Source: an optimization exercise on an open RTL-to-GDS flow (aim: small area, a short achievable clock period and few clock cycles per item). Production flows keep margins and buffers that such runs may drop.
Function was checked by simulation only, so behaviour that the tests miss may differ from the original.

==> 06-21: inputs <==
==> flow/design.v (excerpt) <==
module qoi_decompressor (
    input  wire        rstn,
    input  wire        clk,
    output wire        i_tready,
    input  wire        i_tvalid,
    input  wire        i_tlast,
    input  wire [31:0] i_tdata,      
    input  wire        o_tready,
    output reg         o_tvalid,
    output reg         o_tlast,
    output reg  [ 7:0] o_R, o_G, o_B,
    output wire [31:0] o_width, o_height
);
==> flow/config.mk <==
export PLATFORM = sky130hd
export DESIGN_NAME = qoi_decompressor
export DESIGN_NICKNAME = qoi_decompressor
export VERILOG_FILES = /design/flow/design.v
export SDC_FILE = /design/flow/constraint.sdc
export NUM_CORES = 4
export LEC_CHECK = 0
export CAP_MARGIN = 20
export CORE_MARGIN = 2
export CORE_UTILIZATION = 65
export PLACE_DENSITY = 0.72
export SLEW_MARGIN = 20
==> flow/constraint.sdc <==
create_clock -name core_clock -period 10.0 [get_ports {clk}]
set_input_delay 2.0000 -clock core_clock [delete_from_list [all_inputs] [get_ports {clk}]]
set_output_delay 2.0000 -clock core_clock [all_outputs]
set_load 0.01 [all_outputs]
standard.sh (not shown) runs the stock make flow with config.mk's settings and CLKGATE_MAP_FILE= SYNTH_SCRIPT=/design/flow/synth_recipe.tcl, a recipe that flattens the netlist after the stock synthesis.
==> flow/flow/run.sh <==
#!/bin/bash
set -euo pipefail
bash standard.sh 'BUFFER_PORTS_ARGS=-buffer_cell sky130_fd_sc_hd__buf_4' \
    'CTS_ARGS=-sink_clustering_enable -repair_clock_nets -sink_clustering_size 24 -sink_clustering_max_diameter 100 -sink_buffer_max_cap_derate 0.05 -dont_use_dummy_load' \
    SETUP_SLACK_MARGIN=7.0 finish > flow_make.log 2>&1
==> 08-25: changes against 06-21 <==
--- a/flow/design.v
+++ b/flow/design.v
@@ -45,112 +45,92 @@
 reg         c3_run0;        
 wire fire    = c3v & ~skid_v & ~done;
 wire c3_take = fire & c3_run0;
 wire c3_free = ~c3v | c3_take;
 wire c2_adv  = c2v & c3_free;
 wire c2_free = ~c2v | c3_free;
 wire s2_adv  = c1v & c2_free;
 wire c1_free = ~c1v | s2_adv;
-wire o_free  = ~o_tvalid | o_tready;
-wire c1v_n      = (state == S_DATA && done) ? 1'b0 : c1_free ? s1_fire : c1v;
-wire c2v_n      = done ? 1'b0 : s2_adv ? 1'b1 : c2_adv ? 1'b0 : c2v;
-wire c3v_n      = done ? 1'b0 : c2_adv ? 1'b1 : c3_take ? 1'b0 : c3v;
-wire c3_run0_n  = c3_free ? (c2_run == 6'd0) : (fire & ~c3_run0) ? (c3_run == 6'd1) : c3_run0;
-wire skid_v_n   = o_free ? 1'b0 : fire ? 1'b1 : skid_v;
-wire o_tvalid_n = o_free ? (skid_v | fire) : o_tvalid;
 reg  [ 1:0] rem_cnt;
 reg  [23:0] rem;
 function [2:0] clen_of(input [7:0] b);
     clen_of = (b[7:6] == 2'b10) ? 3'd2 :
               (b[7:1] == 7'b1111111) ? 3'd4 : 3'd1;
 endfunction
 function enough_of(input [7:0] b, input [1:0] n);    
     enough_of = (b[7:1] != 7'b1111111) & ((b[7:6] == 2'b10) ? n[1] : (n != 2'd0));
 endfunction
 reg         enough;         
 wire [55:0] m = (rem_cnt == 2'd0) ? {24'h0, i_tdata                } :
                 (rem_cnt == 2'd1) ? {16'h0, i_tdata, rem[ 7:0]} :
                 (rem_cnt == 2'd2) ? { 8'h0, i_tdata, rem[15:0]} :
                                     {       i_tdata, rem      } ;
 wire [2:0] clen = clen_of(m[7:0]);
-wire [6:0] m_rgb, m_luma;
-genvar gi;
-generate for (gi = 0; gi < 7; gi = gi + 1) begin : g_tag
-    assign m_rgb[gi]  = (m[8*gi+7:8*gi+1] == 7'b1111111);
-    assign m_luma[gi] = (m[8*gi+7:8*gi+6] == 2'b10);
-end endgenerate
-wire [1:0] cnt_1 = rem_cnt - 2'd1;
-wire [1:0] cnt_2 = rem_cnt - 2'd2;
-wire       en_1  = ~m_rgb[1] & (m_luma[1] ? cnt_1[1] : (cnt_1 != 2'd0));
-wire       en_2  = ~m_rgb[2] & (m_luma[2] ? cnt_2[1] : (cnt_2 != 2'd0));
-wire       en_4  = ~m_rgb[4] & (m_luma[4] ? rem_cnt[1] : (rem_cnt != 2'd0));
-wire [1:0] cnt_f    = m_luma[0] ? cnt_2 : m_rgb[0] ? rem_cnt : cnt_1;
-wire       enough_f = m_luma[0] ? en_2  : m_rgb[0] ? en_4    : en_1;
-reg         it_r;            
-assign i_tready = it_r;
+reg         st_any, st_w, st_d;    
+wire c1_free_d = ~c1v | ~c2v | ~c3v | (~skid_v & c3_run0);
+wire data_rdy = st_d & ~enough & c1_free_d;
+assign i_tready = st_any | (st_w & ~o_tvalid) | data_rdy;
 wire s1_fire = (state == S_DATA) & ~done & c1_free & (enough | (i_tvalid & ~finished));
 wire [15:0] in_be = {i_tdata[23:16], i_tdata[31:24]};    
 reg  [ 2:0] state_n;
 reg         finished_n;
 reg  [ 1:0] rem_cnt_n;
 reg  [23:0] rem_n;
-reg         enough_n;
 always @(*) begin
     state_n    = state;
     finished_n = finished;
     rem_cnt_n  = rem_cnt;
     rem_n      = rem;
-    enough_n   = enough;
     case (state)
         H_MAGIC : if (i_tvalid) state_n = H_WIDTH;
         H_WIDTH : if (i_tvalid & ~o_tvalid) state_n = H_HEIGHT;
         H_HEIGHT: if (i_tvalid) state_n = H_2BYTE;
         H_2BYTE : if (i_tvalid) begin
             state_n    = S_DATA;
             finished_n = 1'b0;
             rem_cnt_n  = 2'd2;
             rem_n      = {8'h0, i_tdata[31:16]};
-            enough_n   = enough_of(i_tdata[23:16], 2'd2);
         end
         S_DATA  : if (done) begin
             state_n   = finished ? H_MAGIC : S_FLUSH;
             rem_cnt_n = 2'd0;
-            enough_n  = 1'b0;
         end else if (s1_fire) begin
             if (~enough) finished_n = i_tlast;
-            rem_cnt_n = cnt_f;    
-            rem_n     = m_luma[0] ? m[39:16] : m_rgb[0] ? m[55:32] : m[31:8];
-            enough_n  = enough_f;
+            rem_cnt_n = rem_cnt - clen[1:0];    
+            rem_n     = (clen == 3'd1) ? m[31: 8] :
+                        (clen == 3'd2) ? m[39:16] : m[55:32];
         end
         default : if (i_tvalid & i_tlast) state_n = H_MAGIC;    
     endcase
 end
 always @(posedge clk or negedge rstn)
     if (~rstn) begin
         state    <= H_MAGIC;
         finished <= 1'b0;
         rem_cnt  <= 2'd0;
         enough   <= 1'b0;
         c1v      <= 1'b0;
-        it_r     <= 1'b1;
+        st_any   <= 1'b1;
+        st_w     <= 1'b0;
+        st_d     <= 1'b0;
     end else begin
         state    <= state_n;
         finished <= finished_n;
         rem_cnt  <= rem_cnt_n;
-        enough   <= enough_n;
-        c1v      <= c1v_n;
-        it_r     <= ((state_n != H_WIDTH) & (state_n != S_DATA)) |
-                    ((state_n == H_WIDTH) & ~o_tvalid_n) |
-                    ((state_n == S_DATA) & ~finished_n & ~(done | (fire & last)) & ~enough_n &
-                     (~c1v_n | ~c2v_n | ~c3v_n | (~skid_v_n & c3_run0_n)));
+        enough   <= enough_of(rem_n[7:0], rem_cnt_n);
+        if (c1_free) c1v <= s1_fire;
+        if (state == S_DATA && done) c1v <= 1'b0;
+        st_any   <= (state_n != H_WIDTH) & (state_n != S_DATA);
+        st_w     <= (state_n == H_WIDTH);
+        st_d     <= (state_n == S_DATA) & ~finished_n & ~(done | (fire & last));
     end
 always @(posedge clk) begin
-    if (state == H_WIDTH && ~o_tvalid) width <= in_be;
-    if (state == H_HEIGHT) height <= in_be;
+    if (state == H_WIDTH && i_tvalid && ~o_tvalid) width <= in_be;
+    if (state == H_HEIGHT && i_tvalid) height <= in_be;
     rem <= rem_n;
     if (c1_free) c1 <= m[31:0];
 end
 reg  [17:0] tab [0:63];     
 wire [ 7:0] t0 = c1[7:0];
 wire [ 5:0] ci = t0[5:0];
 wire [17:0] te = tab[ci];
 wire        f2 = (ci == hp);
@@ -171,17 +151,19 @@
 wire [ 5:0] lu_h2 = {1'b0, lu_1, 1'b0} + {2'd0, lu_1};                       
 wire [ 5:0] lu_h3 = {lu_2[2:0], 3'd0} - {2'd0, lu_2};                        
 wire [23:0] rgb_lit = {c1[15:8], c1[23:16], c1[31:24]};
 wire [ 5:0] rgb_h1 = {c1[12:8], 1'b0} + c1[13:8];                           
 wire [ 5:0] rgb_h2 = {c1[19:16], 2'b0} + c1[21:16];                         
 wire [ 5:0] rgb_h3 = {c1[26:24] + 3'd6, 3'd5} - c1[29:24];                  
 always @(posedge clk or negedge rstn)
     if (~rstn) c2v <= 1'b0;
-    else c2v <= c2v_n;
+    else if (done) c2v <= 1'b0;
+    else if (s2_adv) c2v <= 1'b1;
+    else if (c2_adv) c2v <= 1'b0;
 always @(posedge clk)
     if (c2_free) begin
         c2_run <= 6'd0;
         c2_rec <= 1'b0;
         c2_hv2 <= 6'd0;
         c2_hv3 <= 6'd0;
         case (t0[7:6])
             2'b00: begin
@@ -216,17 +198,19 @@
 wire [ 5:0] e_h  = c2_opnd[ 5: 0];
 wire [ 5:0] e_r  = {e_h[4:0], 1'b0} - {e_l1[3:0], 2'b0} - e_l2;
 wire [ 5:0] e_g  = e_l1 + {e_l2[4:0], 1'b0} - e_h;
 wire [ 5:0] e_b  = e_l1 - e_l2;
 wire [23:0] e_v  = {c2_opnd[23:22], e_r, c2_opnd[15:14], e_g, c2_opnd[7:6], e_b};
 wire        f3  = c2_idx & (c2_hv == hp);
 always @(posedge clk or negedge rstn)
     if (~rstn) c3v <= 1'b0;
-    else c3v <= c3v_n;
+    else if (done) c3v <= 1'b0;
+    else if (c2_adv) c3v <= 1'b1;
+    else if (c3_take) c3v <= 1'b0;
 always @(posedge clk)
     if (c3_free) begin
         c3_add  <= c2_add;
         c3_idx  <= c2_idx;
         c3_hv   <= c2_hv + c2_hv2 + c2_hv3;
         c3_run  <= c2_run;
         c3_run0 <= (c2_run == 6'd0);
         c3_opnd <= f3 ? prev : c2_rec ? e_v : c2_opnd;
@@ -238,45 +222,47 @@
 wire [ 7:0] a_g = prev[15: 8] + c3_opnd[15: 8];
 wire [ 7:0] a_b = prev[ 7: 0] + c3_opnd[ 7: 0];
 wire        fwd = c3_idx & (c3_hv == hp);
 wire [23:0] p   = c3_add ? {a_r, a_g, a_b} : fwd ? prev : c3_opnd;
 wire [ 5:0] hpn = c3_add ? hp + c3_hv : c3_hv;
 wire        x1  = (xr == 16'd1);
 wire        last = x1 & (yr == 16'd1);
 always @(posedge clk)
-    if (state == H_HEIGHT) begin
+    if (state == H_HEIGHT && i_tvalid) begin
         prev <= 24'd0;
         hp   <= 6'd53;
         xr   <= width;
         yr   <= in_be;
     end else if (fire) begin
         prev <= p;
         hp   <= hpn;
         if (x1) begin
             xr <= width;
             yr <= yr - 16'd1;
         end else
             xr <= xr - 16'd1;
     end
 always @(posedge clk or negedge rstn)
     if (~rstn) done <= 1'b1;
-    else if (state == H_HEIGHT) done <= 1'b0;
+    else if (state == H_HEIGHT && i_tvalid) done <= 1'b0;
     else if (fire & last) done <= 1'b1;
-wire [ 5:0] w_l2 = prev[21:16] + {prev[12:8], 1'b0} + {prev[4:0], 1'b0};
-wire [ 5:0] w_l1 = prev[21:16] + {prev[12:8], 1'b0} + {prev[4:0], 1'b0} + prev[5:0];
+wire [ 5:0] w_l2 = prev[21:16] + {prev[12:8] + prev[4:0], 1'b0};
+wire [ 5:0] w_l1 = w_l2 + prev[5:0];
 always @(posedge clk)
     tab[hp] <= {prev[23:22], w_l1, prev[15:14], w_l2, prev[7:6]};
+wire o_free = ~o_tvalid | o_tready;
 always @(posedge clk or negedge rstn)
     if (~rstn) begin
         o_tvalid <= 1'b0;
         skid_v   <= 1'b0;
-    end else begin
-        o_tvalid <= o_tvalid_n;
-        skid_v   <= skid_v_n;
-    end
+    end else if (o_free) begin
+        o_tvalid <= skid_v | fire;
+        skid_v   <= 1'b0;
+    end else if (fire)
+        skid_v   <= 1'b1;
 always @(posedge clk)
     if (o_free) begin
         {o_R, o_G, o_B} <= skid_v ? prev : p;
         o_tlast         <= skid_v ? skid_last : last;
     end else if (fire)
         skid_last <= last;
 endmodule
==> flow/flow/run.sh (replaced) <==
#!/bin/bash
set -euo pipefail
bash standard.sh SETUP_SLACK_MARGIN=6.5 finish > flow_make.log 2>&1
CORE_UTILIZATION = 40   (was 65)
PLACE_DENSITY = default   (was 0.72)
==> 09-27: changes against 06-21 <==
--- a/flow/design.v
+++ b/flow/design.v
@@ -45,23 +45,16 @@
 reg         c3_run0;        
 wire fire    = c3v & ~skid_v & ~done;
 wire c3_take = fire & c3_run0;
 wire c3_free = ~c3v | c3_take;
 wire c2_adv  = c2v & c3_free;
 wire c2_free = ~c2v | c3_free;
 wire s2_adv  = c1v & c2_free;
 wire c1_free = ~c1v | s2_adv;
-wire o_free  = ~o_tvalid | o_tready;
-wire c1v_n      = (state == S_DATA && done) ? 1'b0 : c1_free ? s1_fire : c1v;
-wire c2v_n      = done ? 1'b0 : s2_adv ? 1'b1 : c2_adv ? 1'b0 : c2v;
-wire c3v_n      = done ? 1'b0 : c2_adv ? 1'b1 : c3_take ? 1'b0 : c3v;
-wire c3_run0_n  = c3_free ? (c2_run == 6'd0) : (fire & ~c3_run0) ? (c3_run == 6'd1) : c3_run0;
-wire skid_v_n   = o_free ? 1'b0 : fire ? 1'b1 : skid_v;
-wire o_tvalid_n = o_free ? (skid_v | fire) : o_tvalid;
 reg  [ 1:0] rem_cnt;
 reg  [23:0] rem;
 function [2:0] clen_of(input [7:0] b);
     clen_of = (b[7:6] == 2'b10) ? 3'd2 :
               (b[7:1] == 7'b1111111) ? 3'd4 : 3'd1;
 endfunction
 function enough_of(input [7:0] b, input [1:0] n);    
     enough_of = (b[7:1] != 7'b1111111) & ((b[7:6] == 2'b10) ? n[1] : (n != 2'd0));
@@ -73,25 +66,25 @@
                                     {       i_tdata, rem      } ;
 wire [2:0] clen = clen_of(m[7:0]);
 wire [6:0] m_rgb, m_luma;
 genvar gi;
 generate for (gi = 0; gi < 7; gi = gi + 1) begin : g_tag
     assign m_rgb[gi]  = (m[8*gi+7:8*gi+1] == 7'b1111111);
     assign m_luma[gi] = (m[8*gi+7:8*gi+6] == 2'b10);
 end endgenerate
-wire [1:0] cnt_1 = rem_cnt - 2'd1;
-wire [1:0] cnt_2 = rem_cnt - 2'd2;
-wire       en_1  = ~m_rgb[1] & (m_luma[1] ? cnt_1[1] : (cnt_1 != 2'd0));
-wire       en_2  = ~m_rgb[2] & (m_luma[2] ? cnt_2[1] : (cnt_2 != 2'd0));
-wire       en_4  = ~m_rgb[4] & (m_luma[4] ? rem_cnt[1] : (rem_cnt != 2'd0));
-wire [1:0] cnt_f    = m_luma[0] ? cnt_2 : m_rgb[0] ? rem_cnt : cnt_1;
-wire       enough_f = m_luma[0] ? en_2  : m_rgb[0] ? en_4    : en_1;
-reg         it_r;            
-assign i_tready = it_r;
+wire [1:0] cnt_f = rem_cnt - clen[1:0];    
+wire       rgb_f  = (clen == 3'd1) ? m_rgb[1]  : (clen == 3'd2) ? m_rgb[2]  : m_rgb[4];
+wire       luma_f = (clen == 3'd1) ? m_luma[1] : (clen == 3'd2) ? m_luma[2] : m_luma[4];
+wire       enough_f = ~rgb_f & (luma_f ? cnt_f[1] : (cnt_f != 2'd0));
+reg         st_any, st_w;    
+reg         st_dn;           
+wire c1_free_d = ~c1v | ~c2v | ~c3v | (~skid_v & c3_run0);
+wire data_rdy = st_dn & c1_free_d;
+assign i_tready = st_any | (st_w & ~o_tvalid) | data_rdy;
 wire s1_fire = (state == S_DATA) & ~done & c1_free & (enough | (i_tvalid & ~finished));
 wire [15:0] in_be = {i_tdata[23:16], i_tdata[31:24]};    
 reg  [ 2:0] state_n;
 reg         finished_n;
 reg  [ 1:0] rem_cnt_n;
 reg  [23:0] rem_n;
 reg         enough_n;
 always @(*) begin
@@ -112,41 +105,44 @@
             enough_n   = enough_of(i_tdata[23:16], 2'd2);
         end
         S_DATA  : if (done) begin
             state_n   = finished ? H_MAGIC : S_FLUSH;
             rem_cnt_n = 2'd0;
             enough_n  = 1'b0;
         end else if (s1_fire) begin
             if (~enough) finished_n = i_tlast;
-            rem_cnt_n = cnt_f;    
-            rem_n     = m_luma[0] ? m[39:16] : m_rgb[0] ? m[55:32] : m[31:8];
+            rem_cnt_n = rem_cnt - clen[1:0];    
+            rem_n     = (clen == 3'd1) ? m[31: 8] :
+                        (clen == 3'd2) ? m[39:16] : m[55:32];
             enough_n  = enough_f;
         end
         default : if (i_tvalid & i_tlast) state_n = H_MAGIC;    
     endcase
 end
 always @(posedge clk or negedge rstn)
     if (~rstn) begin
         state    <= H_MAGIC;
         finished <= 1'b0;
         rem_cnt  <= 2'd0;
         enough   <= 1'b0;
         c1v      <= 1'b0;
-        it_r     <= 1'b1;
+        st_any   <= 1'b1;
+        st_w     <= 1'b0;
+        st_dn    <= 1'b0;
     end else begin
         state    <= state_n;
         finished <= finished_n;
         rem_cnt  <= rem_cnt_n;
         enough   <= enough_n;
-        c1v      <= c1v_n;
-        it_r     <= ((state_n != H_WIDTH) & (state_n != S_DATA)) |
-                    ((state_n == H_WIDTH) & ~o_tvalid_n) |
-                    ((state_n == S_DATA) & ~finished_n & ~(done | (fire & last)) & ~enough_n &
-                     (~c1v_n | ~c2v_n | ~c3v_n | (~skid_v_n & c3_run0_n)));
+        if (c1_free) c1v <= s1_fire;
+        if (state == S_DATA && done) c1v <= 1'b0;
+        st_any   <= (state_n != H_WIDTH) & (state_n != S_DATA);
+        st_w     <= (state_n == H_WIDTH);
+        st_dn    <= (state_n == S_DATA) & ~finished_n & ~(done | (fire & last)) & ~enough_n;
     end
 always @(posedge clk) begin
     if (state == H_WIDTH && ~o_tvalid) width <= in_be;
     if (state == H_HEIGHT) height <= in_be;
     rem <= rem_n;
     if (c1_free) c1 <= m[31:0];
 end
 reg  [17:0] tab [0:63];     
@@ -171,17 +167,19 @@
 wire [ 5:0] lu_h2 = {1'b0, lu_1, 1'b0} + {2'd0, lu_1};                       
 wire [ 5:0] lu_h3 = {lu_2[2:0], 3'd0} - {2'd0, lu_2};                        
 wire [23:0] rgb_lit = {c1[15:8], c1[23:16], c1[31:24]};
 wire [ 5:0] rgb_h1 = {c1[12:8], 1'b0} + c1[13:8];                           
 wire [ 5:0] rgb_h2 = {c1[19:16], 2'b0} + c1[21:16];                         
 wire [ 5:0] rgb_h3 = {c1[26:24] + 3'd6, 3'd5} - c1[29:24];                  
 always @(posedge clk or negedge rstn)
     if (~rstn) c2v <= 1'b0;
-    else c2v <= c2v_n;
+    else if (done) c2v <= 1'b0;
+    else if (s2_adv) c2v <= 1'b1;
+    else if (c2_adv) c2v <= 1'b0;
 always @(posedge clk)
     if (c2_free) begin
         c2_run <= 6'd0;
         c2_rec <= 1'b0;
         c2_hv2 <= 6'd0;
         c2_hv3 <= 6'd0;
         case (t0[7:6])
             2'b00: begin
@@ -216,17 +214,19 @@
 wire [ 5:0] e_h  = c2_opnd[ 5: 0];
 wire [ 5:0] e_r  = {e_h[4:0], 1'b0} - {e_l1[3:0], 2'b0} - e_l2;
 wire [ 5:0] e_g  = e_l1 + {e_l2[4:0], 1'b0} - e_h;
 wire [ 5:0] e_b  = e_l1 - e_l2;
 wire [23:0] e_v  = {c2_opnd[23:22], e_r, c2_opnd[15:14], e_g, c2_opnd[7:6], e_b};
 wire        f3  = c2_idx & (c2_hv == hp);
 always @(posedge clk or negedge rstn)
     if (~rstn) c3v <= 1'b0;
-    else c3v <= c3v_n;
+    else if (done) c3v <= 1'b0;
+    else if (c2_adv) c3v <= 1'b1;
+    else if (c3_take) c3v <= 1'b0;
 always @(posedge clk)
     if (c3_free) begin
         c3_add  <= c2_add;
         c3_idx  <= c2_idx;
         c3_hv   <= c2_hv + c2_hv2 + c2_hv3;
         c3_run  <= c2_run;
         c3_run0 <= (c2_run == 6'd0);
         c3_opnd <= f3 ? prev : c2_rec ? e_v : c2_opnd;
@@ -256,27 +256,29 @@
             yr <= yr - 16'd1;
         end else
             xr <= xr - 16'd1;
     end
 always @(posedge clk or negedge rstn)
     if (~rstn) done <= 1'b1;
     else if (state == H_HEIGHT) done <= 1'b0;
     else if (fire & last) done <= 1'b1;
-wire [ 5:0] w_l2 = prev[21:16] + {prev[12:8], 1'b0} + {prev[4:0], 1'b0};
-wire [ 5:0] w_l1 = prev[21:16] + {prev[12:8], 1'b0} + {prev[4:0], 1'b0} + prev[5:0];
+wire [ 5:0] w_l2 = prev[21:16] + {prev[12:8] + prev[4:0], 1'b0};
+wire [ 5:0] w_l1 = w_l2 + prev[5:0];
 always @(posedge clk)
     tab[hp] <= {prev[23:22], w_l1, prev[15:14], w_l2, prev[7:6]};
+wire o_free = ~o_tvalid | o_tready;
 always @(posedge clk or negedge rstn)
     if (~rstn) begin
         o_tvalid <= 1'b0;
         skid_v   <= 1'b0;
-    end else begin
-        o_tvalid <= o_tvalid_n;
-        skid_v   <= skid_v_n;
-    end
+    end else if (o_free) begin
+        o_tvalid <= skid_v | fire;
+        skid_v   <= 1'b0;
+    end else if (fire)
+        skid_v   <= 1'b1;
 always @(posedge clk)
     if (o_free) begin
         {o_R, o_G, o_B} <= skid_v ? prev : p;
         o_tlast         <= skid_v ? skid_last : last;
     end else if (fire)
         skid_last <= last;
 endmodule
==> flow/flow/run.sh (replaced) <==
#!/bin/bash
set -euo pipefail
bash standard.sh SETUP_SLACK_MARGIN=6.5 finish > flow_make.log 2>&1
==> impl_results.md <==
- WP data arrival: 1.48 ns
- Sequential share of cell area: 0.609
- Vias: 37600
- Status: no timing/DRC/antenna violations
- Final sequential cell count: 1438
- Routed WL: 176000 um
- Total core area: 0.0963 sq mm
the above is filed under 06-21

==> impl_results.md <==
- Status: no timing/DRC/antenna violations
- Final sequential cell count: about 1400
- Routed WL: 161000 um
- Sequential share of cell area: 0.597
the above is filed under 08-25

==> impl_results.md <==
- Vias: 37000
- Status: no timing/DRC/antenna violations
- Routed WL: 171000 um
- WP data arrival: 1.76 ns
- Sequential share of cell area: 0.603
the above is filed under 09-27

Testbench counts of 06-21, summed over its fixed seeds: cycles 49,382, pixels 48,510.
Testbench counts of 08-25, summed over its fixed seeds: cycles 49,382, pixels 48,510.
Testbench counts of 09-27, summed over its fixed seeds: cycles 49,382, pixels 48,510.

[afterwards: timing with drivers on the ports]
How much do the figures lean on ideal ports? The routed layouts below were timed once more, with nothing changed but the port constraints.
Step 1 sets driving cells, clkbuf_16 on the clock port and buf_2 on the other inputs (assumed; they add their load-dependent delay and slew).
Step 2 times the ports against the registers' clock, not the clock port: input delays grow and output delays shrink by t, the midpoint of the rising clock arrivals with the driver on.
Slacks: ideal / step 1 / step 2; pairs: ideal / step 1.
run	t, ns	setup slack, ns	latest minus earliest clock arrival (ns)
06-21	0.845	6.518 / 6.450 / 6.236	0.101 / 0.101
08-25	0.871	6.098 / 6.017 / 5.705	0.033 / 0.033
09-27	0.840	6.243 / 6.167 / 5.729	0.038 / 0.038
After both steps setup and hold are still met in every run listed. For 09-27, which loses most, drivers alone change the setup slack by -0.076 ns; drivers and shift together by -0.514 ns.
